What follows belongs to an exercise in optimizing a design on an open flow for small area, a short achievable clock period and few clock cycles per item; a production flow would make more cautious choices.
RTL that was checked went through simulation tests only; none was proved equivalent to the original.
No functional check of the RTL was part of runs 4 and 6 to 8.
Power figures rest on the tool's default switching activity, not on a simulated workload.

### flow/config.mk
export PLATFORM = sky130hd
export DESIGN_NAME = time_based_processor
export DESIGN_NICKNAME = time_based_processor
export VERILOG_FILES = /design/flow/design.v
export SDC_FILE = /design/flow/constraint.sdc
export NUM_CORES = 4
export LEC_CHECK = 0
export ABC_AREA = 1
export CAP_MARGIN = 20
export CORE_MARGIN = 2
export CORE_UTILIZATION = 55
export SETUP_SLACK_MARGIN = 3
export SLEW_MARGIN = 20
### flow/standard.sh
#!/bin/bash
# synth_recipe.tcl (not shown) runs the flow's synth.tcl, then flattens the netlist and writes it again
# the make line also repeats each setting of config.mk as NAME=value (left out here)
make -C /OpenROAD-flow-scripts/flow DESIGN_CONFIG=/design/flow/config.mk WORK_HOME=/design/flow/orfs CLKGATE_MAP_FILE= SYNTH_SCRIPT=/design/flow/synth_recipe.tcl "${@:-finish}"
### flow/design.v
`timescale 1ns / 1ps
module time_based_processor(
    input           clk,             
    input           rst_n,           
    input  [7:0]    data_in,         
    input  [2:0]    opcode,          
    input           data_valid,      
    output [15:0]   data_out,        
    output          data_ready,      
    output [3:0]    status_flags     
);
    localparam OP_NOP     = 3'b000;
    localparam OP_ADD     = 3'b001;
    localparam OP_SUB     = 3'b010;
    localparam OP_MUL     = 3'b011;
    localparam OP_SHIFT   = 3'b100;
    localparam OP_FILTER  = 3'b101;
    localparam OP_INVERT  = 3'b110;
    localparam OP_COMPARE = 3'b111;
    reg        wait_b;        
    reg        busy;          
    reg        ready;         
    reg [7:0]  x;             
    reg [2:0]  op;            
    reg [15:0] result;
    reg        flag_ovf;
    reg        flag_zero;
    wire idle = ~(wait_b | busy | ready);
    wire [7:0] b = data_in;
    function [10:0] padd;
        input [9:0] a, b;
        input       ci;
        reg   [9:0] g, p, gg, pp;
        integer i, l;
        begin
            p = a ^ b;
            g = (a & b) | {9'd0, p[0] & ci};
            gg = g;
            pp = p;
            for (l = 0; l < 4; l = l + 1)
                for (i = 9; i >= 0; i = i - 1)
                    if ((i >> l) & 1) begin
                        gg[i] = gg[i] | (pp[i] & gg[((i >> l) << l) - 1]);
                        pp[i] = pp[i] & pp[((i >> l) << l) - 1];
                    end
            padd = {gg[9], p ^ {gg[8:0], ci}};
        end
    endfunction
    wire [9:0]  t0     = {2'b00, result[15:8]};
    wire [9:0]  t1     = {2'b00, x & {8{result[0]}}};
    wire [9:0]  t2     = {1'b0, x & {8{result[1]}}, 1'b0};
    wire [9:0]  cs_s   = t0 ^ t1 ^ t2;
    wire [9:0]  cs_c   = (t0 & t1) | (t0 & t2) | (t1 & t2);
    function [10:0] bkadd;
        input [9:0] a, b;
        reg   [9:0] g, p, G, P;
        integer i, l;
        begin
            p = a ^ b;
            g = a & b;
            G = g; P = p;
            for (l = 1; l < 16; l = l * 2)
                for (i = 2 * l - 1; i < 10; i = i + 2 * l) begin
                    G[i] = G[i] | (P[i] & G[i - l]);
                    P[i] = P[i] & P[i - l];
                end
            for (l = 4; l >= 1; l = l / 2)
                for (i = 3 * l - 1; i < 10; i = i + 2 * l) begin
                    G[i] = G[i] | (P[i] & G[i - l]);
                    P[i] = P[i] & P[i - l];
                end
            bkadd = {G[9], p ^ {G[8:0], 1'b0}};
        end
    endfunction
    wire [10:0] msum   = bkadd(cs_s, {cs_c[8:0], 1'b0});
    wire [15:0] mstep  = {msum[9:0], result[7:2]};
    wire [10:0] sums = bkadd({2'b00, x}, {2'b00, b});
    wire       c   = sums[8];
    wire       eq  = &(x ^ b);             
    wire [2:0] s   = b[2:0];
    wire [2:0] rl  = b[3] ? -s : s;        
    wire [7:0] r1  = rl[0] ? {x[6:0], x[7]} : x;
    wire [7:0] r2  = rl[1] ? {r1[5:0], r1[7:6]} : r1;
    wire [7:0] r3  = rl[2] ? {r2[3:0], r2[7:4]} : r2;
    wire [7:0] keep_l = 8'hFF << s;
    wire [7:0] keep_r = 8'hFF >> s;
    wire [7:0] shifted = r3 & (b[3] ? keep_r : keep_l);
    reg [15:0] alu;
    reg        alu_ovf, alu_zero;
    always @(*) begin
        alu = 16'h0000; alu_ovf = 1'b0; alu_zero = 1'b0;
        case (op)
            OP_ADD:     begin alu[7:0] = sums[7:0]; alu_ovf = c;  alu_zero = ~|(x | b); end
            OP_SUB:     begin alu[7:0] = sums[7:0]; alu_ovf = c;  alu_zero = eq; end
            OP_MUL:     begin alu[7:0] = b; alu_zero = ~|x | ~|b; end
            OP_SHIFT:   alu[7:0] = shifted;
            OP_FILTER:  alu[7:0] = x & b;
            OP_COMPARE: begin alu[1:0] = {c, ~c & ~eq}; alu_zero = eq; end
            default:    alu = 16'h0000;
        endcase
    end
    always @(posedge clk or negedge rst_n) begin
        if (!rst_n) begin
            wait_b <= 1'b0;
            busy   <= 1'b0;
            ready  <= 1'b0;
        end else begin
            if (idle && data_valid) begin
                if (opcode == OP_NOP || opcode == OP_INVERT) ready <= 1'b1;
                else wait_b <= 1'b1;
            end
            if (wait_b && data_valid) begin
                wait_b <= 1'b0;
                if (op == OP_MUL) busy <= 1'b1;
                else ready <= 1'b1;
            end
            if (busy && op[1:0] == 2'b00) begin
                busy  <= 1'b0;
                ready <= 1'b1;
            end
            if (ready && data_valid) ready <= 1'b0;
        end
    end
    always @(posedge clk) begin
        if (idle) begin
            x         <= data_in ^ {8{opcode == OP_SUB || opcode == OP_COMPARE}};
            op        <= opcode;
            result    <= {8'h00, data_in};
            flag_ovf  <= 1'b0;
            flag_zero <= 1'b0;
        end
        if (wait_b) begin
            flag_ovf  <= alu_ovf;
            flag_zero <= alu_zero;
            result    <= alu;
        end
        if (busy) begin
            op     <= op - 3'd1;
            result <= mstep;
        end
    end
    wire   out_inv      = (op == OP_SUB) || (op == OP_INVERT);
    assign data_out     = {result[15:8], result[7:0] ^ {8{out_inv}}};
    assign data_ready   = ready;
    assign status_flags = {flag_ovf, flag_zero, 1'b0, ready};
endmodule
### flow/flow/run.sh
#!/bin/bash
# Standard layout with these changes: plain buf_1 cells as the port buffers,
# and half and full adders left to abc as plain gates (flow/noha.mk).
bash standard.sh "DESIGN_CONFIG=$PWD/flow/noha.mk" "BUFFER_PORTS_ARGS=-buffer_cell sky130_fd_sc_hd__buf_1"  finish > standard.log 2>&1
### flow/constraint.sdc
create_clock -name core_clock -period 5.5 [get_ports {clk}]
set_input_delay 1.1000 -clock core_clock [delete_from_list [all_inputs] [get_ports {clk}]]
set_output_delay 1.1000 -clock core_clock [all_outputs]
set_load 0.01 [all_outputs]
### flow/flow/noha.mk
# The standard flow's settings, plus the half and full adders cells marked don't-use so that
# synthesis leaves half and full adders to abc as plain gates.
include $(FLOW_CONFIG)
export DONT_USE_CELLS += sky130_fd_sc_hd__ha_1 sky130_fd_sc_hd__ha_2 sky130_fd_sc_hd__ha_4 sky130_fd_sc_hd__fa_1 sky130_fd_sc_hd__fa_2 sky130_fd_sc_hd__fa_4
==> flow_metrics.py, run 1 <==
metrics = {
    "synthesis": {
        "synth-adder-area-share_pct": 0,
        "synth-simple-area-share_pct": 36.7,
        "synth_cells": 515,
        "synth-seq-area-share_pct": 29.0,
        "ys_ff_latch": 32,
        "synth_compound_area_share_pct": 14.0,
        "avgSynthCellArea_um2": 6.33,
        "syn_nets": 529,
        "synth-edff-count": 29,
        "synth_top_family_by_area": "simple AND/OR/NAND/NOR gates",
        "ys_warn_count": 1,
        "ys.flop_type": "edfxtp_1",
        "ys_types": 39,
        "async_reset_ff_share_pct": 9.38,
        "synthXorXnorAreaFrac_pct": 5.87,
        "syn_area_um2": 3260,
        "synth_mux_area_share_pct": 0,
    },
    "pwr": {
        "clkPwrFrac_pct": 9.9,
        "p_sw_share_pct": 52.4,
        "combPwrFrac_pct": 61.9,
        "p_per_area_nw_per_um2": 620,
        "p_seq_share_pct": 28.2,
        "total_power_mw": 2.27,
        "p_sw_mw": 1.19,
        "leakage_nw": 1.79,
        "irDropWorstVdd_uv": 426,
        "power.internal_mw": 1.08,
    },
    "sta": {
        "hold_viol_final": 0,
        "fin_skew_ns": 0.0106,
        "slew_headroom_pct": 36.2,
        "setup_violations": 0,
        "period_minus_slack_ns": 2.51,
        "final.setup.tns_ns": 0,
        "slew_violations": 0,
        "rsz0062_at_grt": "yes",
        "worstMarginPinSlew_ns": 0.950,
        "fmax_mhz": 399,
        "min_period_over_period_pct": 45.6,
    },
    "finish": {
        "final_cell_mix": "nand2_1 (151), inv_1 (65), nor2_1 (40), nand3_1 (34), edfxtp_1 (29)",
        "drive_gt1_share_pct": 15.7,
        "area_delta_synth_final_pct": 12.1,
        "diodes": 0,
        "design_area_um2": 3660,
        "fillers": 590,
        "regArea_um2": 946,
        "finalNetCount": 549,
        "multi_input_area_um2": 2020,
        "final_common_cell": "nand2_1",
    },
    "routing": {
        "vias_per_cell": 5.56,
        "vias": 3396,
        "top_layer": "met4",
        "routed_wl_um": 9020,
        "wl_per_cell_um": 14.8,
        "drc": 0,
        "wl_met1_um": 3840,
        "postRouteAntennaNets": 0,
        "drt_pass1_iterations": 6,
        "met3_length_um": 679,
        "met2_wirelength_um": 4190,
        "initialDrtViolationCount": 309,
    },
    "status": {
        "status": "finished clean",
    },
    "die": {
        "rows": 28,
        "die_area_um2": 6560,
        "start_util_pct": 56.1,
        "die_h_um": 81.0,
        "pin_count": 35,
        "coreArea_um2": 5820,
        "die_w_um": 81.0,
    },
    "place": {
        "dp_hpwl_um": 6900,
        "placed_cell_area_um2": 3310,
        "portBuffers": 33,
        "gp_congestion": 1.01,
    },
    "worst_setup_path": {
        "cp.required_ns": 5.54,
        "cp_cell_sequence": "buf_4 > inv_2 > nand2_1 > nand2_4 > nor2_1 > a21oi_1 > nand2_1 > nand4_1 > o21ai_0 > o21ai_2 > nand2_1",
        "worst-setup-path-type": "in -> reg",
        "worstSetupStartpointType": "input port",
        "slowest_stage": "o21ai_2",
        "path_max_fanout": 9,
        "critPathCaptureType": "register",
        "cp.arrival_ns": 2.55,
        "cp_common_cell": "nand2_1",
        "slowest_delay_ns": 0.20,
    },
    "grt": {
        "first_global_vias": 2963,
        "track_usage_pct": 28.1,
        "grt_max_degree": 20,
        "antenna_found_initial": 0,
        "grt_pass1_wl_um": 13900,
        "grt-ovfl-total": 0,
    },
    "clock_tree": {
        "cts_tree": "yes",
        "clkTransAtPathRegs_ns": 0.07,
        "cts_sinks": 32,
        "clkLatencyLatePin_ns": 0.29,
        "cts_root_buffer": "clkbuf_8",
        "cts_buffers": 5,
        "ctsHtreeMaxLevel": 2,
        "clockBufferDepth": 2,
    },
    "job": {
        "drv_cap": 0,
    },
    "worst_hold_path": {
        "hold_class": "reg -> reg",
    },
}
## flip-flops by register name, indices dropped and copies added (netlist names)
name	count
op	3
busy	1
x	8
result	16
ready	1
wait_b	1
flag_zero	1
flag_ovf	1
## critical path: cells and delay by family
kind                   cells  cell delay, ns
buffers and inverters      2            0.28
AOI/OAI and AO/OA          3            0.51
and+or+nand+nor            6            0.64
## routing by layer
metal  track usage (%)  vias up
met4              12.2        0
met5                 0        -
met3              4.67       22
li1                  -     1711
met2              45.3      145
met1              37.2     1518
## cells by family (layout without fill, tap and decap cells)
group                     count (synthesis)  after routing
and+or+nand+nor                         280            281
buffers and inverters                   101            120
AOI/OAI and AO/OA                        80             81
DFF                                      32             32
xor gates and xnor gates                 21             21
other                                     1              1
## Yosys cell counts (8+ instances only)
library cell	n	share of area (%)
inv_1	66	7.6
a22oi_1	8	1.8
a21oi_1	23	3.5
edfxtp_1	29	27
nand3_1	34	5.2
nand2_2	9	1.7
buf_4	15	3.5
nor2_1	49	5.6
o21ai_0	27	4.1
xor2_1	11	3.0
nand2_1	160	18
xnor2_1	9	2.4
nand4_1	9	1.7
## power by group through the flow
stage	Combinational [mW]	Sequential [mW]	Clock, mW
CTS	1.30	0.622	0.226
finish	1.40	0.640	0.224
global placement	1.24	0.638	0
global route	1.58	0.660	0.238
detailed placement	1.25	0.641	0
floorplan	1.09	0.522	0
## metrics by stage
step,std cells,utilization [%],setup slack [ns],hold slack [ns]
3_5_place_dp,597,56.9,2.19,0.546
3_3_place_gp,597,56.9,2.26,0.530
4_1_cts,606,59.5,2.92,0.566
2_1_floorplan,515,-,3.01,0.496
6_report,611,62.9,2.99,0.563
5_1_grt,611,62.9,2.90,0.604
## cell type report
type	count	share of cell area, %
clock buffer	6	1.98
clock inverter	2	0.958
inverter	75	7.90
multi-input combinational	384	55.3
sequential	32	25.9
tap	75	2.57
timing repair buffer	37	5.41
## what timing repair did
item | in CTS | in global routing
gates resized for setup | 9 | 53
pin swaps | 0 | 9
buffers inserted | 1 | 3
hold buffers | 0 | 0
hold endpoints to repair | 0 | 0
cloned | 0 | 2
setup endpoints to repair | 22 | 38
## worst paths after layout
check | from | end | slack, ns | depth (start not counted)
worst max-delay path | data_in[3] | result[6] | 2.99 | 11
worst min-delay path | ready | ready | 0.56 | 1
worst max register to register | busy | op[0] | 3.23 | 5
worst min register to register | ready | ready | 0.56 | 1
max in group asynchronous | rst_n | busy | 4.74 | 1
min in group asynchronous | rst_n | ready | 0.61 | 1
Testbench counts, summed over its fixed seeds: cycles 15,476, ops 4,800.
==> inputs of run 2 (changes only) <==
--- a/flow/config.mk
+++ b/flow/config.mk
@@ -10,3 +10,3 @@
 export CORE_MARGIN = 2
-export CORE_UTILIZATION = 55
+export CORE_UTILIZATION = 50
 export SETUP_SLACK_MARGIN = 3
==> run 2 against run 1 <==
- clock power hardly changed
- register-to-register slack about the same
- clock skew shrank 0.0050 ns
- critical endpoint is now data_out[3]
- first-iteration DRC count shrank 43%
- sequential power about the same
- cell count grew 0.49%
- combinational power down 3%
- total power shrank 2.0%
- synthesized area unchanged
- synthesized cell count unchanged
- sequential cell count unchanged
- still clean on timing, DRC and antenna
==> flow_metrics.py, run 2 <==
metrics = {
    "worst_setup_path": {
        "rr_worst_depth": 5,
        "worst-setup-path-type": "reg -> out",
        "rrSetupSlack_ns": 3.24,
        "cp.arrival_ns": 1.34,
        "crit_path_end": "data_out[3]",
        "critPathCaptureType": "output port",
        "startpoint": "op[0]",
        "worstSetupStartpointType": "register",
        "cp.required_ns": 4.40,
        "reg2reg_to": "op[1]",
        "r2r_start": "busy",
        "path_max_fanout": 9,
    },
    "finish": {
        "drive_gt1_share_pct": 12.8,
        "fillers": 634,
        "utilization_pct": 57.3,
        "regArea_um2": 946,
        "final_common_cell": "nand2_1",
        "largestRegisters": "result x16, x x8, op x3",
        "final_cell_mix": "nand2_1 (157), inv_1 (64), nor2_1 (43), nand3_1 (34), edfxtp_1 (29)",
        "area_delta_synth_final_pct": 10.9,
        "largest_reg_flops": 16,
        "regMostFlops": "result",
        "multi_input_area_um2": 1980,
        "finalNetCount": 550,
        "diodes": 0,
    },
    "synthesis": {
        "syn_area_um2": 3260,
        "synthXorXnorAreaFrac_pct": 5.87,
        "synth_top_area_share_pct": 26.7,
        "async_reset_ff_share_pct": 9.38,
        "synthTopCellsByArea": "edfxtp_1 (27%), nand2_1 (18%), inv_1 (7.6%), nor2_1 (5.6%), nand3_1 (5.2%)",
        "synth_compound_area_share_pct": 14.0,
        "syn_nets": 529,
        "avgSynthCellArea_um2": 6.33,
        "synth_top_family_by_area": "simple AND/OR/NAND/NOR gates",
        "synth_top_area_cell": "edfxtp_1",
        "synth-adder-area-share_pct": 0,
        "synth_cells": 515,
        "ys_warn_count": 1,
        "synth-edff-count": 29,
        "synthTopCellsByCount": "nand2_1 (160), inv_1 (66), nor2_1 (49)",
        "ys.flop_type": "edfxtp_1",
        "yosysMostFrequentCell": "nand2_1",
        "synth_mux_area_share_pct": 0,
        "ys_ff_latch": 32,
        "synth-simple-area-share_pct": 36.7,
        "ys_types": 39,
        "synth-seq-area-share_pct": 29.0,
    },
    "clock_tree": {
        "cts_root_buffer": "clkbuf_8",
        "postCtsHoldBufs": 0,
        "clkLatencyLatePin_ns": 0.29,
        "clkTransAtPathRegs_ns": 0.07,
        "cts_sinks": 32,
        "clockBufferDepth": 2,
        "ctsHtreeMaxLevel": 2,
        "cts_tree": "yes",
        "cts_buffers": 5,
    },
    "routing": {
        "initialDrtViolationCount": 176,
        "wl_per_cell_um": 14.6,
        "postRouteAntennaNets": 0,
        "routed_wl_um": 8980,
        "drt_pass1_iterations": 5,
        "vias_per_cell": 5.43,
        "vias": 3335,
        "drc": 0,
    },
    "die": {
        "pin_count": 35,
        "die_h_um": 84.8,
        "rows": 29,
        "die_w_um": 84.8,
        "die_area_um2": 7190,
        "coreArea_um2": 6310,
        "start_util_pct": 51.7,
    },
    "grt": {
        "grt_pass1_wl_um": 14800,
        "grt-ovfl-total": 0,
        "first_global_vias": 3074,
        "grt_max_degree": 20,
        "antenna_found_initial": 0,
        "track_usage_pct": 25.9,
    },
    "sta": {
        "slew_violations": 0,
        "final.setup.tns_ns": 0,
        "fmax_mhz": 411,
        "setup_violations": 0,
        "period_minus_slack_ns": 2.44,
        "slew_headroom_pct": 36.6,
        "hold_viol_final": 0,
        "min_period_over_period_pct": 44.3,
        "rsz0062_at_grt": "yes",
        "worstMarginPinSlew_ns": 0.944,
        "fin_skew_ns": 0.00555,
    },
    "pwr": {
        "p_per_area_nw_per_um2": 614,
        "leakage_nw": 1.77,
        "irDropWorstVdd_uv": 411,
    },
    "place": {
        "portBuffers": 33,
        "gp_congestion": 0.946,
        "dp_hpwl_um": 6910,
    },
    "status": {
        "status": "finished clean",
    },
    "worst_hold_path": {
        "hold_class": "reg -> reg",
        "hold_depth": 1,
    },
    "job": {
        "drv_cap": 0,
    },
}
-- run 2: metal layers --
metal | GRT usage (%) | vias up | share of wire, %
met3 | 2.95 | 18 | 4.8
met1 | 35.7 | 1507 | 45
li1 | - | 1705 | -
met4 | 7.65 | 0 | 2.3
met5 | 0 | - | 0
met2 | 42.9 | 105 | 48
-- run 2: cell type report --
class                   count  area share, %
well taps                  77           2.66
repair buffers             39           5.47
inverters                  75           7.99
clock inverters             3           1.18
clock buffers               5           1.90
multi-input cells         383           54.7
flip-flops and latches     32           26.2
-- run 2: how the worst min path moves through the flow --
stage	start	slack, ns	endpoint
floorplan	wait_b	0.50	wait_b
global placement	wait_b	0.54	wait_b
detailed placement	wait_b	0.55	wait_b
CTS	wait_b	0.57	wait_b
global route	rst_n	0.61	busy
finish	ready	0.59	ready
-- run 2: logic make-up after synthesis --
family | after synthesis
AOI/OAI and AO/OA | 80
xor gates and xnor gates | 21
buffers and inverters | 101
DFF | 32
other | 1
and+or+nand+nor | 280
-- run 2: critical path, cell delays in order (launching register included) --
cell	delay, ns
edfxtp_1	0.44
inv_2	0.11
nand2_4	0.14
xnor2_1	0.18
buf_1	0.17
-- run 2: stage by stage --
step           instances  setup WS, ns  hold WS (ns)  instance area [um2]  total power [mW]
2_1_floorplan        515          3.01         0.496                 3270              1.61
3_3_place_gp         599          2.28         0.535                 3310              1.88
3_5_place_dp         599          2.25         0.553                 3310              1.88
4_1_cts              610          2.98         0.573                 3480              2.15
5_1_grt              614          2.91         0.610                 3620              2.44
6_report             614          3.06         0.587                 3620              2.22
-- run 2: report_power, final --
| part | leakage, nW | internal (mW) | switching, mW |
|---|---|---|---|
| combinational | 1.38 | 0.474 | 0.883 |
| clock | 0.0541 | 0.134 | 0.0929 |
| sequential | 0.335 | 0.446 | 0.191 |
| total | 1.77 | 1.05 | 1.17 |
-- run 2: repair_timing --
action,4_1_cts,5_1_grt
pin swaps,0,5
gates resized for setup,10,37
gates cloned,0,1
setup endpoints to repair,23,22
buffers inserted,3,3
endpoints found under the hold margin,0,0
==> inputs of run 3 (changes only) <==
--- a/flow/config.mk
+++ b/flow/config.mk
@@ -11,3 +11,3 @@
 export CORE_UTILIZATION = 50
-export SETUP_SLACK_MARGIN = 3
+export SETUP_SLACK_MARGIN = 2.9
 export SLEW_MARGIN = 20
==> run 3 against run 2 <==
- still clean on timing, DRC and antenna
- synthesized cell count unchanged
- non-clock buffer count is the same
- combinational power shrank 4%
- total power fell by 2.4%
- cell count decreased by 0.16%
- sequential power down 0.8%
- final area is 2.9% lower
- utilization fell by 1.6 points
- register-to-register slack got worse by 0.09 ns
- sequential cell count is the same
- critical path type is now in -> reg
==> flow_metrics.py, run 3 <==
metrics = {
    "status": {
        "status": "finished clean",
    },
    "grt": {
        "grt_max_degree": 20,
        "track_usage_pct": 25.7,
        "first_global_vias": 2919,
        "antenna_found_initial": 0,
        "grt_pass1_wl_um": 14400,
        "grt-ovfl-total": 0,
    },
    "clock_tree": {
        "postCtsHoldBufs": 0,
        "clkTransAtPathRegs_ns": 0.08,
        "cts_root_buffer": "clkbuf_8",
        "clockBufferDepth": 2,
        "ctsHtreeMaxLevel": 2,
        "cts_buffers": 5,
        "clkLatencyLatePin_ns": 0.30,
        "cts_tree": "yes",
        "cts_sinks": 32,
    },
    "routing": {
        "initialDrtViolationCount": 277,
        "routed_wl_um": 9030,
        "vias_per_cell": 5.42,
        "drc": 0,
        "vias": 3324,
        "wl_per_cell_um": 14.7,
        "postRouteAntennaNets": 0,
        "drt_pass1_iterations": 5,
    },
    "worst_setup_path": {
        "cp.arrival_ns": 2.57,
        "crit_buf_inv": 2,
        "slowest_delay_ns": 0.21,
        "critPathTopFamily": "simple AND/OR/NAND/NOR gates",
        "path_max_fanout": 18,
        "critPathCaptureType": "register",
        "cp_common_cell": "nand2_1",
        "worst-setup-path-type": "in -> reg",
        "worstSetupStartpointType": "input port",
        "slowest_stage": "o21ai_1",
        "cp.required_ns": 5.55,
        "cp_cell_sequence": "buf_4 > inv_2 > nand2_1 > nand3_2 > nand2_4 > nor2_1 > a21oi_1 > nand2_1 > nand4_1 > o21ai_0 > o21ai_1 > nand2_1",
    },
    "finish": {
        "largestRegisters": "result x16, x x8, op x3",
        "largest_reg_flops": 16,
        "utilization_pct": 55.6,
        "final_common_cell": "nand2_1",
        "diodes": 0,
        "stdcell_count": 613,
        "fillers": 675,
        "drive_gt1_share_pct": 10.1,
        "finalNetCount": 549,
        "final_cell_mix": "nand2_1 (159), inv_1 (65), nor2_1 (43), nand3_1 (34)",
        "design_area_um2": 3510,
        "area_delta_synth_final_pct": 7.71,
        "regMostFlops": "result",
    },
    "sta": {
        "hold_ws_ns": 0.589,
        "setup_slack_ns": 2.98,
        "worstMarginPinSlew_ns": 1.05,
        "fmax_mhz": 397,
        "final.setup.tns_ns": 0,
        "setup_violations": 0,
        "period_minus_slack_ns": 2.52,
        "fin_skew_ns": 0.0127,
        "slew_violations": 0,
        "slew_headroom_pct": 29.2,
        "rsz0062_at_grt": "yes",
        "min_period_over_period_pct": 45.8,
        "hold_viol_final": 0,
    },
    "synthesis": {
        "synth_top_area_share_pct": 26.7,
        "syn_nets": 529,
        "avgSynthCellArea_um2": 6.33,
        "yosysMostFrequentCell": "nand2_1",
        "ys_types": 39,
        "synth_cells": 515,
        "synth_top_area_cell": "edfxtp_1",
        "ys_ff_latch": 32,
        "synthTopCellsByArea": "edfxtp_1 (27%), nand2_1 (18%), inv_1 (7.6%), nor2_1 (5.6%), nand3_1 (5.2%)",
        "synth-edff-count": 29,
        "ys.flop_type": "edfxtp_1",
        "async_reset_ff_share_pct": 9.38,
        "ys_warn_count": 1,
        "syn_area_um2": 3260,
        "synth-seq-area-share_pct": 29.0,
        "synthTopCellsByCount": "nand2_1 (160), inv_1 (66), nor2_1 (49)",
    },
    "pwr": {
        "clkPwrFrac_pct": 10.6,
        "p_sw_mw": 1.15,
        "p_sw_share_pct": 53.0,
        "leakage_nw": 1.72,
        "total_power_mw": 2.17,
        "power.internal_mw": 1.02,
        "irDropWorstVdd_uv": 355,
        "combPwrFrac_pct": 60.2,
        "p_seq_share_pct": 29.2,
        "p_per_area_nw_per_um2": 617,
    },
    "die": {
        "die_w_um": 84.8,
        "die_h_um": 84.8,
        "rows": 29,
        "die_area_um2": 7190,
        "coreArea_um2": 6310,
        "pin_count": 35,
        "start_util_pct": 51.7,
    },
    "job": {
        "drv_cap": 0,
    },
    "place": {
        "portBuffers": 33,
        "dp_hpwl_um": 7040,
        "gp_congestion": 0.966,
        "place_ws_ns": 2.20,
        "placed_cell_area_um2": 3300,
        "place_inst": 599,
    },
    "worst_hold_path": {
        "hold_class": "in -> async",
    },
}
-- run 3: cell families after synthesis --
logic type	synth area share, %
buffers and inverters	14.2
flip-flops	29.0
AND/OR/NAND/NOR	36.7
XOR/XNOR	5.87
other	0.115
AO/OA/AOI/OAI	14.0
-- run 3: worst reg2reg max path, cell delays in order, from the launching register on --
cell and delay (ns):
dfrtp_1 0.66, nor2_2 0.49, inv_1 0.14, nor2_2 0.42, inv_1 0.18, nand2_1 0.16
-- run 3: final timing paths --
path	slack (ns)	from	endpoint	depth (start not counted)
worst max-delay path	2.98	data_in[0]	result[6]	12
worst min-delay path	0.59	rst_n	busy	1
worst max register to register	3.15	busy	op[2]	5
worst min register to register	0.59	wait_b	wait_b	2
max in group asynchronous	4.76	rst_n	ready	1
min in group core_clock	0.59	wait_b	wait_b	2
-- run 3: area by class of cell --
cell class / count / area, um2 / share of cell area, %
Sequential cell: 32 / 946 / 26.9
Timing Repair Buffer: 39 / 181 / 5.16
Tap cell: 77 / 96.3 / 2.74
Clock inverter: 3 / 42.5 / 1.21
Multi-Input combinational cell: 382 / 1900 / 54.0
Clock buffer: 5 / 68.8 / 1.96
Inverter: 75 / 282 / 8.01
-- run 3: per-layer routing --
layer	routed length [um]	vias to the layer above	global-route usage [%]
met5	0	-	0
met2	4290	142	43.8
li1	-	1707	-
met3	688	16	3.93
met1	3880	1459	34.0
met4	170	0	6.78
-- run 3: repair_timing --
| item | 4_1_cts | 5_1_grt |
|---|---|---|
| pin swaps | 0 | 2 |
| endpoints found under the hold margin | 0 | 0 |
| setup buffers | 0 | 6 |
| endpoints found under the setup margin | 22 | 21 |
| gates resized for setup | 6 | 18 |
-- run 3: power by group through the flow --
stage | Sequential [mW] | Combinational [mW] | Clock [mW]
2_1_floorplan | 0.521 | 1.08 | 0
3_3_place_gp | 0.644 | 1.24 | 0
3_5_place_dp | 0.647 | 1.24 | 0
4_1_cts | 0.644 | 1.25 | 0.233
5_1_grt | 0.649 | 1.48 | 0.243
6_report | 0.633 | 1.31 | 0.230
==> inputs of run 4 (changes only) <==
--- a/flow/design.v
+++ b/flow/design.v
@@ -26,2 +26,3 @@
     reg        flag_ovf;
+    reg        out_inv;       
     reg        flag_zero;
@@ -127,2 +128,3 @@
             op        <= opcode;
+            out_inv   <= (opcode == OP_SUB) || (opcode == OP_INVERT);
             result    <= {8'h00, data_in};
@@ -141,3 +143,2 @@
     end
-    wire   out_inv      = (op == OP_SUB) || (op == OP_INVERT);
     assign data_out     = {result[15:8], result[7:0] ^ {8{out_inv}}};
--- a/flow/config.mk
+++ b/flow/config.mk
@@ -10,4 +10,4 @@
 export CORE_MARGIN = 2
-export CORE_UTILIZATION = 50
-export SETUP_SLACK_MARGIN = 2.9
+export CORE_UTILIZATION = 60
+export SETUP_SLACK_MARGIN = 3
 export SLEW_MARGIN = 20
==> run 4 against run 3 <==
- first-iteration DRC count fell by 37%
- register-to-register slack better by 0.14 ns
- via count grew 4.9%
- synthesized area rose by 4.4%
- still clean on timing, DRC and antenna
- largest power group unchanged
- worst hold slack worse by 0.021 ns
- critical path type unchanged
- fmax up 3.3%
- critical path depth is 3 higher
==> flow_metrics.py, run 4 <==
metrics = {
    "routing": {
        "routed_wl_um": 8980,
        "drt_pass1_iterations": 6,
        "initialDrtViolationCount": 175,
        "vias": 3486,
        "postRouteAntennaNets": 0,
        "drc": 0,
        "vias_per_cell": 5.63,
        "wl_per_cell_um": 14.5,
    },
    "finish": {
        "design_area_um2": 3790,
        "final_cell_mix": "nand2_1 (125), inv_1 (74), nor2_1 (41), nand3_1 (34)",
        "diodes": 0,
        "utilization_pct": 68.8,
        "area_delta_synth_final_pct": 11.3,
        "largest_reg_flops": 16,
        "final_common_cell": "nand2_1",
        "largestRegisters": "result x16, x x8, op x3",
        "fillers": 491,
        "regMostFlops": "result",
        "finalNetCount": 560,
        "drive_gt1_share_pct": 17.4,
        "multi_input_area_um2": 2010,
        "regArea_um2": 976,
    },
    "die": {
        "coreArea_um2": 5510,
        "start_util_pct": 61.8,
        "pin_count": 35,
        "rows": 27,
        "die_area_um2": 6290,
        "die_w_um": 79.3,
        "die_h_um": 79.3,
    },
    "synthesis": {
        "synth_top_family_by_area": "simple AND/OR/NAND/NOR gates",
        "async_reset_ff_share_pct": 9.09,
        "ys_ff_latch": 33,
        "ys_warn_count": 1,
        "synthXorXnorAreaFrac_pct": 5.84,
        "ys_types": 42,
        "syn_nets": 533,
        "synth-simple-area-share_pct": 34.7,
        "synth_compound_area_share_pct": 15.9,
        "synth_top_area_cell": "edfxtp_1",
        "avgSynthCellArea_um2": 6.56,
        "synth_cells": 519,
        "synth_top_area_share_pct": 26.5,
        "ys.flop_type": "edfxtp_1",
        "synth_mux_area_share_pct": 0,
        "synthTopCellsByArea": "edfxtp_1 (26%), nand2_1 (14%), inv_1 (8.3%), nor2_1 (5.3%), nand3_1 (5.0%)",
        "synth-adder-area-share_pct": 0,
        "synth-edff-count": 30,
        "syn_area_um2": 3400,
        "synth-seq-area-share_pct": 28.7,
        "synthTopCellsByCount": "nand2_1 (130), inv_1 (75), nor2_1 (48)",
        "yosysMostFrequentCell": "nand2_1",
    },
    "sta": {
        "period_minus_slack_ns": 2.44,
        "slew_headroom_pct": 49.5,
        "worstMarginPinSlew_ns": 0.753,
        "setup_slack_ns": 3.06,
        "min_period_over_period_pct": 44.4,
        "rsz0062_at_grt": "yes",
        "slew_violations": 0,
        "fmax_mhz": 410,
        "hold_viol_final": 0,
        "setup_violations": 0,
        "fin_skew_ns": 0.0137,
        "final.setup.tns_ns": 0,
    },
    "place": {
        "placed_cell_area_um2": 3430,
        "portBuffers": 33,
        "dp_hpwl_um": 6720,
        "gp_congestion": 0.971,
        "place_ws_ns": 2.12,
    },
    "pwr": {
        "total_power_mw": 2.25,
        "irDropWorstVdd_uv": 268,
        "leakage_nw": 1.84,
        "p_per_area_nw_per_um2": 594,
    },
    "grt": {
        "grt_max_degree": 22,
        "grt-ovfl-total": 0,
        "first_global_vias": 3006,
        "antenna_found_initial": 0,
        "track_usage_pct": 28.3,
        "grt_pass1_wl_um": 13900,
    },
    "worst_setup_path": {
        "cp.required_ns": 5.66,
        "worst-setup-path-type": "in -> reg",
        "cp_cell_sequence": "buf_6 > inv_2 > nand2_2 > inv_2 > nand2_2 > nand2_2 > o21ai_4 > inv_4 > nand2_1 > nand3_1 > o21ai_1 > inv_1 > o21ai_1 > nand2_1 > nand2_1",
        "critPathCaptureType": "register",
        "path_max_fanout": 9,
        "worstSetupStartpointType": "input port",
        "cp.arrival_ns": 2.60,
        "slowest_delay_ns": 0.28,
        "slowest_stage": "o21ai_4",
    },
    "clock_tree": {
        "postCtsHoldBufs": 0,
        "cts_root_buffer": "clkbuf_8",
        "cts_buffers": 5,
        "clkTransAtPathRegs_ns": 0.07,
        "clockBufferDepth": 2,
        "ctsHtreeMaxLevel": 2,
        "cts_sinks": 33,
        "clkLatencyLatePin_ns": 0.29,
        "cts_tree": "yes",
    },
    "status": {
        "status": "finished clean",
    },
    "job": {
        "drv_cap": 0,
    },
    "worst_hold_path": {
        "hold_class": "reg -> reg",
    },
}
[run 4: repair_timing]
action | 4_1_cts | 5_1_grt
endpoints found under the setup margin | 17 | 14
gates cloned | 0 | 1
pin swaps | 0 | 6
buffers inserted | 3 | 8
resized for setup | 8 | 40
[run 4: path summary, 6_finish.rpt]
| kind | start | to | slack (ns) | cells past startpoint |
|---|---|---|---|---|
| setup reg to reg | busy | op[1] | 3.29 | 5 |
| hold / removal | ready | ready | 0.57 | 1 |
| min in group asynchronous | rst_n | ready | 0.60 | 1 |
| hold reg to reg | ready | ready | 0.57 | 1 |
| setup / recovery | data_in[1] | result[7] | 3.06 | 15 |
| max in group asynchronous | rst_n | busy | 4.76 | 1 |
[run 4: metrics by stage]
stage	std cells	hold WS, ns
final	619	0.569
after CTS	610	0.569
after floorplan	519	0.515
after global routing	619	0.588
after global placement	599	0.542
after detailed placement	599	0.545
[run 4: power breakdown]
group / internal [mW] / switching (mW) / total, mW
Combinational: 0.462 / 0.908 / 1.37
Sequential: 0.459 / 0.186 / 0.645
Clock: 0.148 / 0.0878 / 0.235
Total: 1.07 / 1.18 / 2.25
[run 4: metal layers]
metal	vias up	share of wire, %	GRT usage, %
li1	1732	-	-
met2	195	47	46.6
met1	1531	42	36.2
met3	28	7.9	5.23
met4	0	3.3	12.6
met5	-	0	0
[run 4: final cells by class]
cell class	instances	share of cell area, %
timing repair buffer	44	7.23
sequential	33	25.8
inverter	83	8.48
clock inverter	1	0.792
clock buffer	7	2.28
multi-input combinational	379	53.1
tap	72	2.38
[run 4: critical path, delay by kind of cell]
| family | cells | cell delay (ns) |
|---|---|---|
| simple gates | 7 | 0.57 |
| compound gates | 3 | 0.53 |
| buf+inv | 5 | 0.41 |
[run 4: cells by family (layout without fill, tap and decap cells)]
| family | after synthesis | in the layout |
|---|---|---|
| buffers and inverters | 108 | 135 |
| flip-flops | 33 | 33 |
| XOR/XNOR | 21 | 21 |
| AO/OA/AOI/OAI | 91 | 91 |
| other | 1 | 1 |
| AND/OR/NAND/NOR | 265 | 266 |
==> inputs of run 5 (changes only) <==
--- a/flow/design.v
+++ b/flow/design.v
@@ -26,3 +26,2 @@
     reg        flag_ovf;
-    reg        out_inv;       
     reg        flag_zero;
@@ -54,26 +53,5 @@
     wire [9:0]  cs_c   = (t0 & t1) | (t0 & t2) | (t1 & t2);
-    function [10:0] bkadd;
-        input [9:0] a, b;
-        reg   [9:0] g, p, G, P;
-        integer i, l;
-        begin
-            p = a ^ b;
-            g = a & b;
-            G = g; P = p;
-            for (l = 1; l < 16; l = l * 2)
-                for (i = 2 * l - 1; i < 10; i = i + 2 * l) begin
-                    G[i] = G[i] | (P[i] & G[i - l]);
-                    P[i] = P[i] & P[i - l];
-                end
-            for (l = 4; l >= 1; l = l / 2)
-                for (i = 3 * l - 1; i < 10; i = i + 2 * l) begin
-                    G[i] = G[i] | (P[i] & G[i - l]);
-                    P[i] = P[i] & P[i - l];
-                end
-            bkadd = {G[9], p ^ {G[8:0], 1'b0}};
-        end
-    endfunction
-    wire [10:0] msum   = bkadd(cs_s, {cs_c[8:0], 1'b0});
+    wire [10:0] msum   = padd(cs_s, {cs_c[8:0], 1'b0}, 1'b0);
     wire [15:0] mstep  = {msum[9:0], result[7:2]};
-    wire [10:0] sums = bkadd({2'b00, x}, {2'b00, b});
+    wire [10:0] sums = padd({2'b00, x}, {2'b00, b}, 1'b0);
     wire       c   = sums[8];
@@ -128,3 +106,2 @@
             op        <= opcode;
-            out_inv   <= (opcode == OP_SUB) || (opcode == OP_INVERT);
             result    <= {8'h00, data_in};
@@ -143,2 +120,3 @@
     end
+    wire   out_inv      = (op == OP_SUB) || (op == OP_INVERT);
     assign data_out     = {result[15:8], result[7:0] ^ {8{out_inv}}};
==> flow/flow/run.sh (replaced) <==
#!/bin/bash
# Standard layout with these changes: plain buf_1 cells as the port buffers,
# and half and full adders left to abc as plain gates (flow/noha.mk); setup repair limited to resizing and pin swaps.
bash standard.sh "DESIGN_CONFIG=$PWD/flow/noha.mk" "BUFFER_PORTS_ARGS=-buffer_cell sky130_fd_sc_hd__buf_1" SETUP_REPAIR_SEQUENCE=unbuffer,sizedown,sizeup,swap finish > standard.log 2>&1
==> run 5 against run 4 <==
- sequential power fell by 3.4%
- still clean
- critical path type is now reg -> out
- clock-buffer cell count is the same
- worst hold slack gained 0.0093 ns
- register-to-register slack barely moved
- final area fell by 3.6%
- largest power group unchanged
- first-iteration DRC count grew 98%
- combinational power barely moved
- utilization shrank 2.5 points
==> flow_metrics.py, run 5 <==
metrics = {
    "worst_setup_path": {
        "slowest_stage": "edfxtp_1",
        "cp.required_ns": 4.40,
        "cp.arrival_ns": 1.31,
        "path_max_fanout": 9,
        "critPathCaptureType": "output port",
        "slowest_delay_ns": 0.40,
        "worstSetupStartpointType": "register",
        "cp_cell_sequence": "inv_1 > nand2_4 > xnor2_1 > buf_1",
        "worst-setup-path-type": "reg -> out",
    },
    "synthesis": {
        "avgSynthCellArea_um2": 6.38,
        "ys_types": 44,
        "ys.flop_type": "edfxtp_1",
        "synth_top_area_share_pct": 25.5,
        "syn_nets": 550,
        "synth_top_area_cell": "edfxtp_1",
        "synthTopCellsByArea": "edfxtp_1 (25%), nand2_1 (18%), inv_1 (8.0%), nand3_1 (6.0%), nor2_1 (5.0%)",
        "async_reset_ff_share_pct": 9.38,
        "synthTopCellsByCount": "nand2_1 (166), inv_1 (73), nor2_1 (46)",
        "ys_ff_latch": 32,
        "ys_warn_count": 1,
        "synth_cells": 536,
        "syn_area_um2": 3420,
        "yosysMostFrequentCell": "nand2_1",
        "synth-edff-count": 29,
        "synth-seq-area-share_pct": 27.7,
    },
    "routing": {
        "vias_per_cell": 5.58,
        "wl_per_cell_um": 14.3,
        "met3_length_um": 794,
        "vias": 3512,
        "wl_met1_um": 3690,
        "drt_pass1_iterations": 5,
        "routed_wl_um": 9000,
        "top_layer": "met4",
        "met2_wirelength_um": 4240,
        "drc": 0,
        "postRouteAntennaNets": 0,
        "initialDrtViolationCount": 346,
    },
    "sta": {
        "worstMarginPinSlew_ns": 0.705,
        "setup_violations": 0,
        "fin_skew_ns": 0.0105,
        "slew_headroom_pct": 52.9,
        "rsz0062_at_grt": "yes",
        "fmax_mhz": 414,
        "slew_violations": 0,
        "min_period_over_period_pct": 43.9,
        "final.setup.tns_ns": 0,
        "period_minus_slack_ns": 2.41,
        "hold_viol_final": 0,
    },
    "place": {
        "portBuffers": 33,
        "gp_congestion": 0.985,
        "place_inst": 617,
        "dp_hpwl_um": 7060,
    },
    "clock_tree": {
        "cts_tree": "yes",
        "clkLatencyLatePin_ns": 0.28,
        "cts_root_buffer": "clkbuf_8",
        "clockBufferDepth": 2,
        "clkTransAtPathRegs_ns": 0.07,
        "cts_buffers": 5,
        "ctsHtreeMaxLevel": 2,
        "postCtsHoldBufs": 0,
        "cts_sinks": 32,
    },
    "finish": {
        "finalNetCount": 570,
        "regMostFlops": "result",
        "largestRegisters": "result x16, x x8, op x3",
        "diodes": 0,
        "final_cell_mix": "nand2_1 (161), inv_1 (72), nor2_1 (42), nand3_1 (41), edfxtp_1 (29)",
        "drive_gt1_share_pct": 11.8,
        "largest_reg_flops": 16,
        "final_common_cell": "nand2_1",
        "area_delta_synth_final_pct": 6.81,
        "stdcell_count": 629,
    },
    "worst_hold_path": {
        "hold_class": "reg -> reg",
    },
    "die": {
        "die_area_um2": 6320,
        "die_h_um": 79.5,
        "coreArea_um2": 5510,
        "start_util_pct": 62.1,
        "rows": 27,
        "pin_count": 35,
        "die_w_um": 79.5,
    },
    "pwr": {
        "leakage_nw": 1.78,
        "p_per_area_nw_per_um2": 604,
        "irDropWorstVdd_uv": 373,
    },
    "grt": {
        "track_usage_pct": 28.5,
        "first_global_vias": 3041,
        "grt-ovfl-total": 0,
        "grt_pass1_wl_um": 14000,
        "grt_max_degree": 20,
        "antenna_found_initial": 0,
    },
    "job": {
        "drv_cap": 0,
    },
    "status": {
        "status": "finished clean",
    },
}
run 5: changes by cell type in the layout (fill, tap and decap cells not counted), sizes merged, moves of 2 or more:
cell / previous run / this run
a22oi: 7 / 9
buf: 41 / 33
nand2: 158 / 176
nand3: 39 / 49
nand3b: 0 / 2
nand4: 8 / 2
nor2: 52 / 50
o2111ai: 3 / 0
o211ai: 2 / 8
o21ai: 42 / 31
o21bai: 0 / 2
o22ai: 1 / 3
xnor2: 2 / 8
xor2: 19 / 11
run 5: path summary, 6_finish.rpt:
path | from | to | slack [ns] | depth (start not counted)
max in group asynchronous | rst_n | wait_b | 4.75 | 1
worst min register to register | ready | ready | 0.58 | 1
worst max-delay path | op[0] | data_out[4] | 3.09 | 4
worst min-delay path | ready | ready | 0.58 | 1
worst max register to register | busy | op[1] | 3.28 | 5
min in group asynchronous | rst_n | ready | 0.60 | 1
run 5: final cells by class:
cell class | count | area [um2]
multi-input cells | 396 | 2030
fillers | 513 | 1850
flip-flops and latches | 32 | 946
inverters | 84 | 320
repair buffers | 37 | 175
well taps | 72 | 90.1
clock buffers | 7 | 86.3
clock inverters | 1 | 7.51
run 5: power breakdown:
group	total [mW]	switching (mW)	internal, mW
clock	0.192	0.0899	0.102
sequential	0.623	0.177	0.446
combinational	1.39	0.939	0.453
total	2.21	1.21	1.00
run 5: what timing repair did:
action                                  in CTS  in global routing
setup buffers                                2                  2
endpoints found under the setup margin      17                 22
gates cloned                                 0                  0
gates resized for setup                      6                 22
pin swaps                                    0                  2
run 5: stage by stage:
step / instance area [um2] / hold slack, ns / util [%] / setup slack, ns / power, mW
4_1_cts: 3580 / 0.564 / 64.9 / 3.00 / 2.16
3_3_place_gp: 3460 / 0.541 / 62.8 / 2.28 / 1.93
2_1_floorplan: 3420 / 0.513 / - / 3.04 / 1.68
5_1_grt: 3650 / 0.604 / 66.3 / 2.97 / 2.41
6_report: 3650 / 0.578 / 66.3 / 3.09 / 2.21
3_5_place_dp: 3460 / 0.553 / 62.8 / 2.31 / 1.95
run 5: layer usage:
| metal | up-vias | global-route usage (%) |
|---|---|---|
| met1 | 1567 | 35.4 |
| met5 | - | 0 |
| met2 | 161 | 48.2 |
| li1 | 1758 | - |
| met3 | 26 | 4.86 |
| met4 | 0 | 13.1 |
run 5: cell families (layout without fill, tap and decap cells):
family	count (synthesis)	in the layout	synth area share, %
flip-flops	32	32	27.7
buffers and inverters	108	129	14.4
XOR/XNOR	19	19	5.09
other	1	1	0.110
AND/OR/NAND/NOR	288	288	37.3
AO/OA/AOI/OAI	88	88	15.4
run 5: worst max-delay path: cells and delay by family, from the launching register on:
kind / cells / cell delay (ns)
DFF: 1 / 0.40
buffers and inverters: 2 / 0.29
xor gates and xnor gates: 1 / 0.21
and+or+nand+nor: 1 / 0.12
Testbench counts of run 5, summed over its fixed seeds: cycles 15,476, ops 4,800.
==> inputs of run 6 (changes only) <==
--- a/flow/design.v
+++ b/flow/design.v
@@ -26,3 +26,2 @@
     reg        flag_ovf;
-    reg        flag_zero;
     wire idle = ~(wait_b | busy | ready);
@@ -67,12 +66,12 @@
     reg [15:0] alu;
-    reg        alu_ovf, alu_zero;
+    reg        alu_ovf;
     always @(*) begin
-        alu = 16'h0000; alu_ovf = 1'b0; alu_zero = 1'b0;
+        alu = 16'h0000; alu_ovf = 1'b0;
         case (op)
-            OP_ADD:     begin alu[7:0] = sums[7:0]; alu_ovf = c;  alu_zero = ~|(x | b); end
-            OP_SUB:     begin alu[7:0] = sums[7:0]; alu_ovf = c;  alu_zero = eq; end
-            OP_MUL:     begin alu[7:0] = b; alu_zero = ~|x | ~|b; end
+            OP_ADD:     begin alu[7:0] = sums[7:0]; alu_ovf = c; end
+            OP_SUB:     begin alu[7:0] = sums[7:0]; alu_ovf = c; end
+            OP_MUL:     alu[7:0] = b;
             OP_SHIFT:   alu[7:0] = shifted;
             OP_FILTER:  alu[7:0] = x & b;
-            OP_COMPARE: begin alu[1:0] = {c, ~c & ~eq}; alu_zero = eq; end
+            OP_COMPARE: alu[1:0] = {c, ~c & ~eq};
             default:    alu = 16'h0000;
@@ -108,3 +107,2 @@
             flag_ovf  <= 1'b0;
-            flag_zero <= 1'b0;
         end
@@ -112,3 +110,2 @@
             flag_ovf  <= alu_ovf;
-            flag_zero <= alu_zero;
             result    <= alu;
@@ -116,3 +113,3 @@
         if (busy) begin
-            op     <= op - 3'd1;
+            op     <= op - 3'd1;      
             result <= mstep;
@@ -123,2 +120,6 @@
     assign data_ready   = ready;
+    wire   res_zero     = ~|result[15:8] &
+                          ((op == OP_SUB) ? &result[7:0] : ~|result[7:0]);
+    wire   flag_zero    = res_zero & ((op == OP_SUB) || (op == OP_COMPARE) ||
+                                      (op == OP_ADD && !flag_ovf));
     assign status_flags = {flag_ovf, flag_zero, 1'b0, ready};
==> flow/flow/run.sh (replaced) <==
#!/bin/bash
# Standard layout with two changes: plain buf_1 cells as the port buffers,
# and half and full adders left to abc as plain gates (flow/noha.mk).
bash standard.sh "DESIGN_CONFIG=$PWD/flow/noha.mk" "BUFFER_PORTS_ARGS=-buffer_cell sky130_fd_sc_hd__buf_1" finish > standard.log 2>&1
--- a/flow/config.mk
+++ b/flow/config.mk
@@ -10,4 +10,4 @@
 export CORE_MARGIN = 2
-export CORE_UTILIZATION = 60
-export SETUP_SLACK_MARGIN = 3
+export CORE_UTILIZATION = 40
+export SETUP_SLACK_MARGIN = 2.75
 export SLEW_MARGIN = 20
==> run 6 against run 5 <==
- still clean
- cell count increased by 8.3%
- final area grew 5.2%
- sequential cell count shrank 1
- clock power grew 11%
- fmax shrank 19%
- global-route usage is 7.7 points lower
- utilization fell by 20 points
==> flow_metrics.py, run 6 <==
metrics = {
    "finish": {
        "regArea_um2": 916,
        "fillers": 858,
        "largest_reg_flops": 16,
        "regMostFlops": "result",
        "drive_gt1_share_pct": 16.5,
        "final_cell_mix": "nand2_1 (168), inv_1 (71), nor2_1 (47), nand3_1 (39), o21ai_0 (29)",
        "multi_input_area_um2": 2130,
        "area_delta_synth_final_pct": 11.3,
        "stdcell_count": 681,
        "final_common_cell": "nand2_1",
        "diodes": 0,
        "largestRegisters": "result x16, x x8, op x3",
        "finalNetCount": 589,
    },
    "die": {
        "start_util_pct": 41.6,
        "die_h_um": 96.9,
        "die_area_um2": 9390,
        "rows": 33,
        "coreArea_um2": 8300,
        "pin_count": 35,
        "die_w_um": 96.9,
    },
    "pwr": {
        "p_per_area_nw_per_um2": 614,
        "leakage_nw": 1.89,
        "irDropWorstVdd_uv": 221,
    },
    "synthesis": {
        "syn_area_um2": 3450,
        "async_reset_ff_share_pct": 9.68,
        "ys_types": 43,
        "ys_ff_latch": 31,
        "avgSynthCellArea_um2": 6.36,
        "synth_top_area_cell": "edfxtp_1",
        "synth_cells": 543,
        "ys.flop_type": "edfxtp_1",
        "synth-edff-count": 28,
        "syn_nets": 557,
        "ys_warn_count": 1,
        "synth-seq-area-share_pct": 26.5,
        "yosysMostFrequentCell": "nand2_1",
        "synthTopCellsByArea": "edfxtp_1 (24%), nand2_1 (18%), inv_1 (8.0%), nand3_1 (5.9%), nor2_1 (5.2%)",
        "synth_top_area_share_pct": 24.4,
        "synthTopCellsByCount": "nand2_1 (169), inv_1 (74), nor2_1 (48)",
    },
    "sta": {
        "hold_ws_ns": 0.588,
        "worstMarginPinSlew_ns": 0.773,
        "slew_headroom_pct": 48.3,
        "period_minus_slack_ns": 2.97,
        "fin_skew_ns": 0.0156,
        "setup_slack_ns": 2.53,
        "setup_violations": 0,
        "fmax_mhz": 337,
        "hold_viol_final": 0,
        "rsz0062_at_grt": "yes",
        "slew_violations": 0,
        "min_period_over_period_pct": 53.9,
        "final.setup.tns_ns": 0,
    },
    "place": {
        "place_ws_ns": 2.16,
        "place_inst": 659,
        "portBuffers": 33,
        "gp_congestion": 0.950,
        "dp_hpwl_um": 7700,
    },
    "worst_setup_path": {
        "r2r_start": "busy",
        "path_max_fanout": 4,
        "reg2reg_to": "op[2]",
        "cp.required_ns": 4.40,
        "worstSetupStartpointType": "register",
        "slowest_stage": "edfxtp_1",
        "rrSetupSlack_ns": 3.03,
        "rr_worst_depth": 5,
        "worst-setup-path-type": "reg -> out",
        "cp.arrival_ns": 1.87,
        "cp_cell_sequence": "nor4_1 > nand3_2 > a2111oi_4 > buf_2",
        "critPathCaptureType": "output port",
        "crit_buf_inv": 1,
        "slowest_delay_ns": 0.50,
        "critPathTopFamily": "flip-flops",
    },
    "routing": {
        "vias_per_cell": 5.05,
        "initialDrtViolationCount": 151,
        "postRouteAntennaNets": 0,
        "drc": 0,
        "wl_per_cell_um": 14.3,
        "vias": 3436,
        "drt_pass1_iterations": 4,
        "routed_wl_um": 9730,
    },
    "clock_tree": {
        "postCtsHoldBufs": 0,
        "cts_buffers": 5,
        "clkLatencyLatePin_ns": 0.30,
        "cts_root_buffer": "clkbuf_8",
        "clkTransAtPathRegs_ns": 0.08,
        "cts_sinks": 31,
        "cts_tree": "yes",
        "ctsHtreeMaxLevel": 2,
        "clockBufferDepth": 2,
    },
    "status": {
        "status": "finished clean",
    },
    "grt": {
        "grt_pass1_wl_um": 15900,
        "antenna_found_initial": 0,
        "track_usage_pct": 20.8,
        "first_global_vias": 3267,
        "grt_max_degree": 21,
        "grt-ovfl-total": 0,
    },
    "job": {
        "drv_cap": 0,
    },
    "worst_hold_path": {
        "hold_class": "in -> async",
    },
}
run 6: cell types whose count changed after synthesis, moves of 3 or more:
cell	previous run	this run
o21ai_0	25	30
nor2_2	3	6
xnor2_1	8	1
o211ai_1	8	5
a21oi_1	24	20
nand2_1	166	169
xor2_1	10	15
nand2_2	10	15
a21oi_2	3	6
run 6: worst max path at each step:
stage / slack (ns) / depth (start not counted) / endpoint / startpoint
floorplan: 2.85 / 5 / status_flags[2] / op[0]
global placement: 2.18 / 12 / result[3] / data_in[0]
detailed placement: 2.16 / 12 / result[3] / data_in[0]
CTS: 2.49 / 7 / status_flags[2] / op[0]
global route: 2.43 / 4 / status_flags[2] / result[3]
finish: 2.53 / 4 / status_flags[2] / result[3]
run 6: layer usage:
| metal | GRT usage [%] | part of all wire (%) | vias up |
|---|---|---|---|
| li1 | - | - | 1796 |
| met1 | 27.0 | 45 | 1552 |
| met2 | 37.1 | 49 | 77 |
| met3 | 1.95 | 4.1 | 11 |
| met4 | 5.53 | 1.3 | 0 |
| met5 | 0 | 0 | - |
run 6: report_power, final:
part | switching (mW) | internal, mW | total (mW)
registers | 0.209 | 0.434 | 0.643
logic | 0.983 | 0.521 | 1.50
clock network | 0.0987 | 0.114 | 0.213
total | 1.29 | 1.07 | 2.36
run 6: cell type report:
cell class	count	area share (%)
flip-flops and latches	31	23.8
multi-input cells	406	55.4
clock inverters	1	0.195
inverters	84	8.21
well taps	105	3.42
clock buffers	7	2.51
repair buffers	47	6.45
run 6: through the flow:
stage	cell area, um2	util [%]	total power, mW
after detailed placement	3540	42.6	2.01
after global placement	3540	42.6	1.99
final	3840	46.3	2.36
after CTS	3710	44.8	2.28
after floorplan	3450	-	1.70
after global routing	3840	46.3	2.61
run 6: what timing repair did:
action,in CTS,in global routing
pin swaps,1,4
setup endpoints to repair,17,10
gates resized for setup,5,25
buffers inserted,8,6
run 6: cells by family (layout without fill, tap and decap cells):
group	count (synthesis)	after routing	share of synthesized area, %
flops	31	31	26.5
other cells	1	1	0.109
buf+inv	106	139	14.0
simple gates	303	303	39.7
xor+xnor	17	17	4.53
compound gates	85	85	15.2
==> inputs of run 7 (changes only) <==
--- a/flow/config.mk
+++ b/flow/config.mk
@@ -11,3 +11,3 @@
 export CORE_UTILIZATION = 40
-export SETUP_SLACK_MARGIN = 2.75
+export SETUP_SLACK_MARGIN = 3
 export SLEW_MARGIN = 20
==> run 7 against run 6 <==
- non-clock buffer count grew 1
- sequential share of layout area shrank 0.23 points
- worst hold slack gained 0.0071 ns
- cell count is the same
- total power shrank 1.5%
- clock skew shrank 0.0055 ns
- routed wire length grew 2.0%
- clock-buffer cell count shrank 2
==> flow_metrics.py, run 7 <==
metrics = {
    "status": {
        "status": "finished clean",
    },
    "finish": {
        "final_cell_mix": "nand2_1 (167), inv_1 (72), nor2_1 (42), nand3_1 (39), edfxtp_1 (28)",
        "final_common_cell": "nand2_1",
        "largest_reg_flops": 16,
        "utilization_pct": 46.8,
        "finalNetCount": 590,
        "largestRegisters": "result x16, x x8, op x3",
        "diodes": 0,
        "drive_gt1_share_pct": 18.8,
        "stdcell_count": 681,
        "regMostFlops": "result",
        "area_delta_synth_final_pct": 12.4,
    },
    "sta": {
        "setup_violations": 0,
        "slew_violations": 0,
        "min_period_over_period_pct": 52.6,
        "fin_skew_ns": 0.0101,
        "fmax_mhz": 346,
        "worstMarginPinSlew_ns": 0.759,
        "final.setup.tns_ns": 0,
        "slew_headroom_pct": 49.3,
        "period_minus_slack_ns": 2.89,
        "rsz0062_at_grt": "yes",
        "hold_viol_final": 0,
    },
    "grt": {
        "grt_max_degree": 21,
        "antenna_found_initial": 0,
        "grt_pass1_wl_um": 16200,
        "track_usage_pct": 21.2,
        "first_global_vias": 3336,
        "grt-ovfl-total": 0,
    },
    "pwr": {
        "irDropWorstVdd_uv": 218,
        "p_sw_mw": 1.29,
        "p_sw_share_pct": 55.4,
        "power.internal_mw": 1.04,
        "leakage_nw": 1.91,
        "p_seq_share_pct": 27.1,
        "combPwrFrac_pct": 65.6,
        "p_per_area_nw_per_um2": 599,
        "clkPwrFrac_pct": 7.3,
    },
    "routing": {
        "wl_per_cell_um": 14.6,
        "vias": 3549,
        "drc": 0,
        "initialDrtViolationCount": 185,
        "postRouteAntennaNets": 0,
        "routed_wl_um": 9920,
        "vias_per_cell": 5.21,
        "drt_pass1_iterations": 5,
    },
    "clock_tree": {
        "clockBufferDepth": 2,
        "clkLatencyLatePin_ns": 0.28,
        "clkTransAtPathRegs_ns": 0.07,
        "ctsHtreeMaxLevel": 2,
        "cts_tree": "yes",
        "cts_sinks": 31,
        "cts_buffers": 5,
        "cts_root_buffer": "clkbuf_8",
    },
    "worst_setup_path": {
        "worst-setup-path-type": "reg -> out",
        "cp.arrival_ns": 1.79,
        "worstSetupStartpointType": "register",
        "crit_buf_inv": 2,
        "slowest_stage": "edfxtp_1",
        "cp.required_ns": 4.40,
        "critPathCaptureType": "output port",
        "slowest_delay_ns": 0.42,
        "cp_cell_sequence": "buf_4 > nor3_1 > nand4_1 > a2111oi_4 > buf_2",
        "critPathTopFamily": "flip-flops",
        "path_max_fanout": 5,
    },
    "die": {
        "start_util_pct": 41.6,
        "die_area_um2": 9390,
        "die_h_um": 96.9,
        "pin_count": 35,
        "coreArea_um2": 8300,
        "die_w_um": 96.9,
        "rows": 33,
    },
    "place": {
        "dp_hpwl_um": 7800,
        "gp_congestion": 1.02,
        "place_inst": 659,
        "portBuffers": 33,
    },
    "synthesis": {
        "ys_warn_count": 1,
        "synthTopCellsByArea": "edfxtp_1 (24%), nand2_1 (18%), inv_1 (8.0%), nand3_1 (5.9%), nor2_1 (5.2%)",
        "synth_cells": 543,
        "ys_types": 43,
        "synth_top_area_share_pct": 24.4,
        "avgSynthCellArea_um2": 6.36,
        "ys_ff_latch": 31,
        "syn_area_um2": 3450,
        "yosysMostFrequentCell": "nand2_1",
        "synth-seq-area-share_pct": 26.5,
        "syn_nets": 557,
        "synth-edff-count": 28,
        "synth_top_area_cell": "edfxtp_1",
        "async_reset_ff_share_pct": 9.68,
        "ys.flop_type": "edfxtp_1",
        "synthTopCellsByCount": "nand2_1 (169), inv_1 (74), nor2_1 (48)",
    },
    "job": {
        "drv_cap": 0,
    },
    "worst_hold_path": {
        "hold_class": "reg -> reg",
    },
}
run 7: cell counts after synthesis:
Identical to the previous run, type by type.
run 7: stage by stage:
step | cell area, um2 | setup WS (ns) | hold WS [ns] | power [mW]
after floorplan | 3470 | 2.94 | 0.531 | 1.72
after global placement | 3560 | 2.21 | 0.569 | 2.02
after detailed placement | 3560 | 2.26 | 0.581 | 2.03
after CTS | 3780 | 2.62 | 0.598 | 2.30
after global routing | 3880 | 2.52 | 0.624 | 2.56
final | 3880 | 2.61 | 0.595 | 2.33
run 7: kinds of logic after synthesis:
logic type             share of synthesized area (%)
other                                          0.109
buffers and inverters                           14.0
XOR/XNOR                                        4.53
AO/OA/AOI/OAI                                   15.2
AND/OR/NAND/NOR                                 39.7
flip-flops                                      26.5
run 7: area by class of cell:
class	count	area [um2]
Clock inverter	2	8.76
Inverter	84	319
Timing Repair Buffer	48	274
Sequential cell	31	916
Fill cell	898	4420
Tap cell	105	131
Multi-Input combinational cell	406	2160
Clock buffer	5	68.8
run 7: metal layers:
metal  vias up  wire (um)  global-route usage [%]  share of wire [%]
li1       1808          -                       -                  -
met1      1620       4380                    28.1                 44
met2       102       4710                    36.2                 47
met3        19        609                    2.53                6.1
met4         0        226                    6.39                2.3
met5         -          0                       0                  0
run 7: path summary, 6_finish.rpt:
kind	from	slack [ns]	cells past startpoint	endpoint
worst max-delay path	op[2]	2.61	5	status_flags[2]
worst min-delay path	wait_b	0.60	2	wait_b
worst max register to register	busy	3.22	5	op[2]
worst min register to register	wait_b	0.60	2	wait_b
max in group asynchronous	rst_n	4.74	1	ready
min in group asynchronous	rst_n	0.61	1	busy
run 7: power groups by stage:
stage                     sequential [mW]  combinational [mW]  clock (mW)
after floorplan                     0.542                1.17           0
after global placement              0.682                1.34           0
after detailed placement            0.681                1.35           0
after CTS                           0.625                1.50       0.170
after global routing                0.649                1.73       0.181
final                               0.630                1.53       0.169
run 7: repair_timing:
item | in CTS | in global routing
setup endpoints to repair | 21 | 17
hold endpoints to repair | 0 | 0
hold buffers | 0 | 0
pin swaps | 1 | 3
setup buffers | 11 | 4
cloned | 0 | 0
gates resized for setup | 26 | 19
run 7: worst register-to-register path, stage by stage (launching register included):
cell and delay (ns):
dfrtp_1 0.63, nor2_2 0.46, inv_1 0.14, nor2_2 0.40, inv_1 0.18, nand2_1 0.17
==> inputs of run 8 (changes only) <==
==> flow/flow/run.sh (replaced) <==
#!/bin/bash
# Standard layout with two changes: plain buf_1 cells as the port buffers,
# and half adders left to abc as plain gates (flow/noha.mk).
bash standard.sh "DESIGN_CONFIG=$PWD/flow/noha.mk" "BUFFER_PORTS_ARGS=-buffer_cell sky130_fd_sc_hd__buf_1" finish > standard.log 2>&1
==> flow/flow/noha.mk (replaced) <==
# The standard flow's settings, plus the half adders cells marked don't-use so that
# synthesis leaves half adders to abc as plain gates.
include $(FLOW_CONFIG)
export DONT_USE_CELLS += sky130_fd_sc_hd__ha_1 sky130_fd_sc_hd__ha_2 sky130_fd_sc_hd__ha_4
--- a/flow/config.mk
+++ b/flow/config.mk
@@ -11,3 +11,3 @@
 export CORE_UTILIZATION = 40
-export SETUP_SLACK_MARGIN = 3
+export SETUP_SLACK_MARGIN = 2.5
 export SLEW_MARGIN = 20
==> run 8 against run 7 <==
- via count fell by 12%
- sequential share of layout area grew 2.0 points
- clock-buffer cell count rose by 2
- clock skew is 0.0020 ns lower
- routed wire length shrank 7.9%
- combinational power shrank 14%
- synthesized cell count fell by 16%
- utilization fell by 2.5 points
- critical path depth grew 5
- sequential power about the same
- critical endpoint is now result[14]
- highest routed layer unchanged
==> flow_metrics.py, run 8 <==
metrics = {
    "synthesis": {
        "synth_top_area_share_pct": 25.6,
        "ys_ff_latch": 31,
        "syn_nets": 483,
        "async_reset_ff_share_pct": 9.68,
        "ys_warn_count": 1,
        "synthTopCellsByCount": "nand2_1 (113), inv_1 (62), nand3_1 (42), nor2_1 (42), edfxtp_1 (28)",
        "synth_top_area_cell": "edfxtp_1",
        "syn_area_um2": 3280,
        "ys.flop_type": "edfxtp_1",
    },
    "pwr": {
        "clkPwrFrac_pct": 10.4,
        "combPwrFrac_pct": 60.4,
        "irDropWorstVdd_uv": 201,
        "p_sw_share_pct": 51.6,
        "leakage_nw": 1.66,
        "power.internal_mw": 1.05,
        "p_sw_mw": 1.12,
        "p_seq_share_pct": 29.2,
    },
    "sta": {
        "final.setup.tns_ns": 0,
        "slew_violations": 0,
        "fin_skew_ns": 0.00812,
        "period_minus_slack_ns": 2.89,
        "slew_headroom_pct": 35.6,
        "setup_slack_ns": 2.61,
        "hold_viol_final": 0,
    },
    "finish": {
        "final_cell_mix": "nand2_1 (112), inv_1 (61), nor2_1 (42), nand3_1 (41), buf_1 (31)",
        "regMostFlops": "result",
        "final_common_cell": "nand2_1",
        "area_delta_synth_final_pct": 9.04,
    },
    "worst_setup_path": {
        "startpoint": "result[1]",
        "rr_worst_depth": 10,
        "slowest_stage": "edfxtp_1",
        "rrSetupSlack_ns": 2.61,
        "worst-setup-path-type": "reg -> reg",
        "worstSetupStartpointType": "register",
        "cp.required_ns": 5.54,
    },
    "routing": {
        "drc": 0,
        "initialDrtViolationCount": 207,
        "routed_wl_um": 9140,
    },
    "place": {
        "portBuffers": 33,
        "place_ws_ns": 2.10,
    },
    "clock_tree": {
        "cts_tree": "yes",
        "cts_root_buffer": "clkbuf_8",
        "clockBufferDepth": 2,
        "cts_sinks": 31,
        "postCtsHoldBufs": 0,
    },
    "grt": {
        "grt-ovfl-total": 0,
    },
    "die": {
        "rows": 33,
        "pin_count": 35,
    },
    "status": {
        "status": "finished clean",
    },
}
[run 8: worst min path at each step]
stage            from  endpoint  slack, ns  cells past startpoint
5_1_grt         rst_n      busy       0.61                      1
2_1_floorplan  wait_b    wait_b       0.58                      2
3_5_place_dp    ready     ready       0.58                      1
3_3_place_gp    ready     ready       0.58                      1
6_report        ready     ready       0.60                      1
4_1_cts         ready     ready       0.59                      1
[run 8: power groups by stage]
stage | Clock [mW] | Combinational, mW | Sequential, mW
2_1_floorplan | 0 | 1.05 | 0.521
3_3_place_gp | 0 | 1.23 | 0.638
3_5_place_dp | 0 | 1.25 | 0.639
4_1_cts | 0.227 | 1.26 | 0.634
5_1_grt | 0.233 | 1.49 | 0.647
6_report | 0.225 | 1.31 | 0.631
[run 8: critical path, delay by kind of cell (launching register included)]
| kind | cells | cell delay [ns] |
|---|---|---|
| AO/OA/AOI/OAI | 1 | 0.21 |
| adder cells (fa/ha/maj) | 2 | 0.95 |
| buffers and inverters | 1 | 0.05 |
| flip-flops | 1 | 0.57 |
| AND/OR/NAND/NOR | 6 | 0.87 |
[run 8: cell families after synthesis]
group,count (synthesis),synth area share (%)
AO/OA/AOI/OAI,63,12.1
other,1,0.114
XOR/XNOR,22,5.87
buffers and inverters,92,13.3
AND/OR/NAND/NOR,234,32.7
flip-flops,31,27.9
adder cells (fa/ha/maj),13,7.93
[run 8: routing by layer]
| layer | up-vias | track usage [%] | wire, um |
|---|---|---|---|
| li1 | 1535 | - | - |
| met1 | 1461 | 31.8 | 4240 |
| met3 | 8 | 2.23 | 631 |
| met5 | - | 0 | 0 |
| met4 | 0 | 4.23 | 89 |
| met2 | 123 | 33.8 | 4170 |
[run 8: stage by stage]
step	util [%]	area (um2)	instances	hold slack [ns]
3_5_place_dp	42.0	3400	573	0.582
2_1_floorplan	-	3310	456	0.579
6_report	44.2	3580	590	0.600
4_1_cts	43.4	3510	582	0.593
3_3_place_gp	42.0	3400	573	0.575
5_1_grt	44.2	3580	590	0.614
[run 8: repair_timing]
item                                   CTS  global route
pin swaps                                0             3
endpoints found under the hold margin    0             0
setup endpoints to repair                1             4
buffers inserted                         1             8
resized for setup                        2             3
[run 8: area by class of cell]
cell class              instances  area (um2)  share of cell area, %
clock inverters                 1        30.0                  0.839
flip-flops and latches         31         916                   25.6
multi-input cells             333        1950                   54.5
well taps                     105         131                   3.67
clock buffers                   7        76.3                   2.13
repair buffers                 43         208                   5.80
inverters                      70         268                   7.48

Check on run 8: ideal ports give 2.614 ns setup slack; a clkbuf_16 on the clock port and buf_2 on the inputs give 2.614 ns; moving port delays by the midpoint clock arrival (0.314 ns) as well gives 2.340 ns.
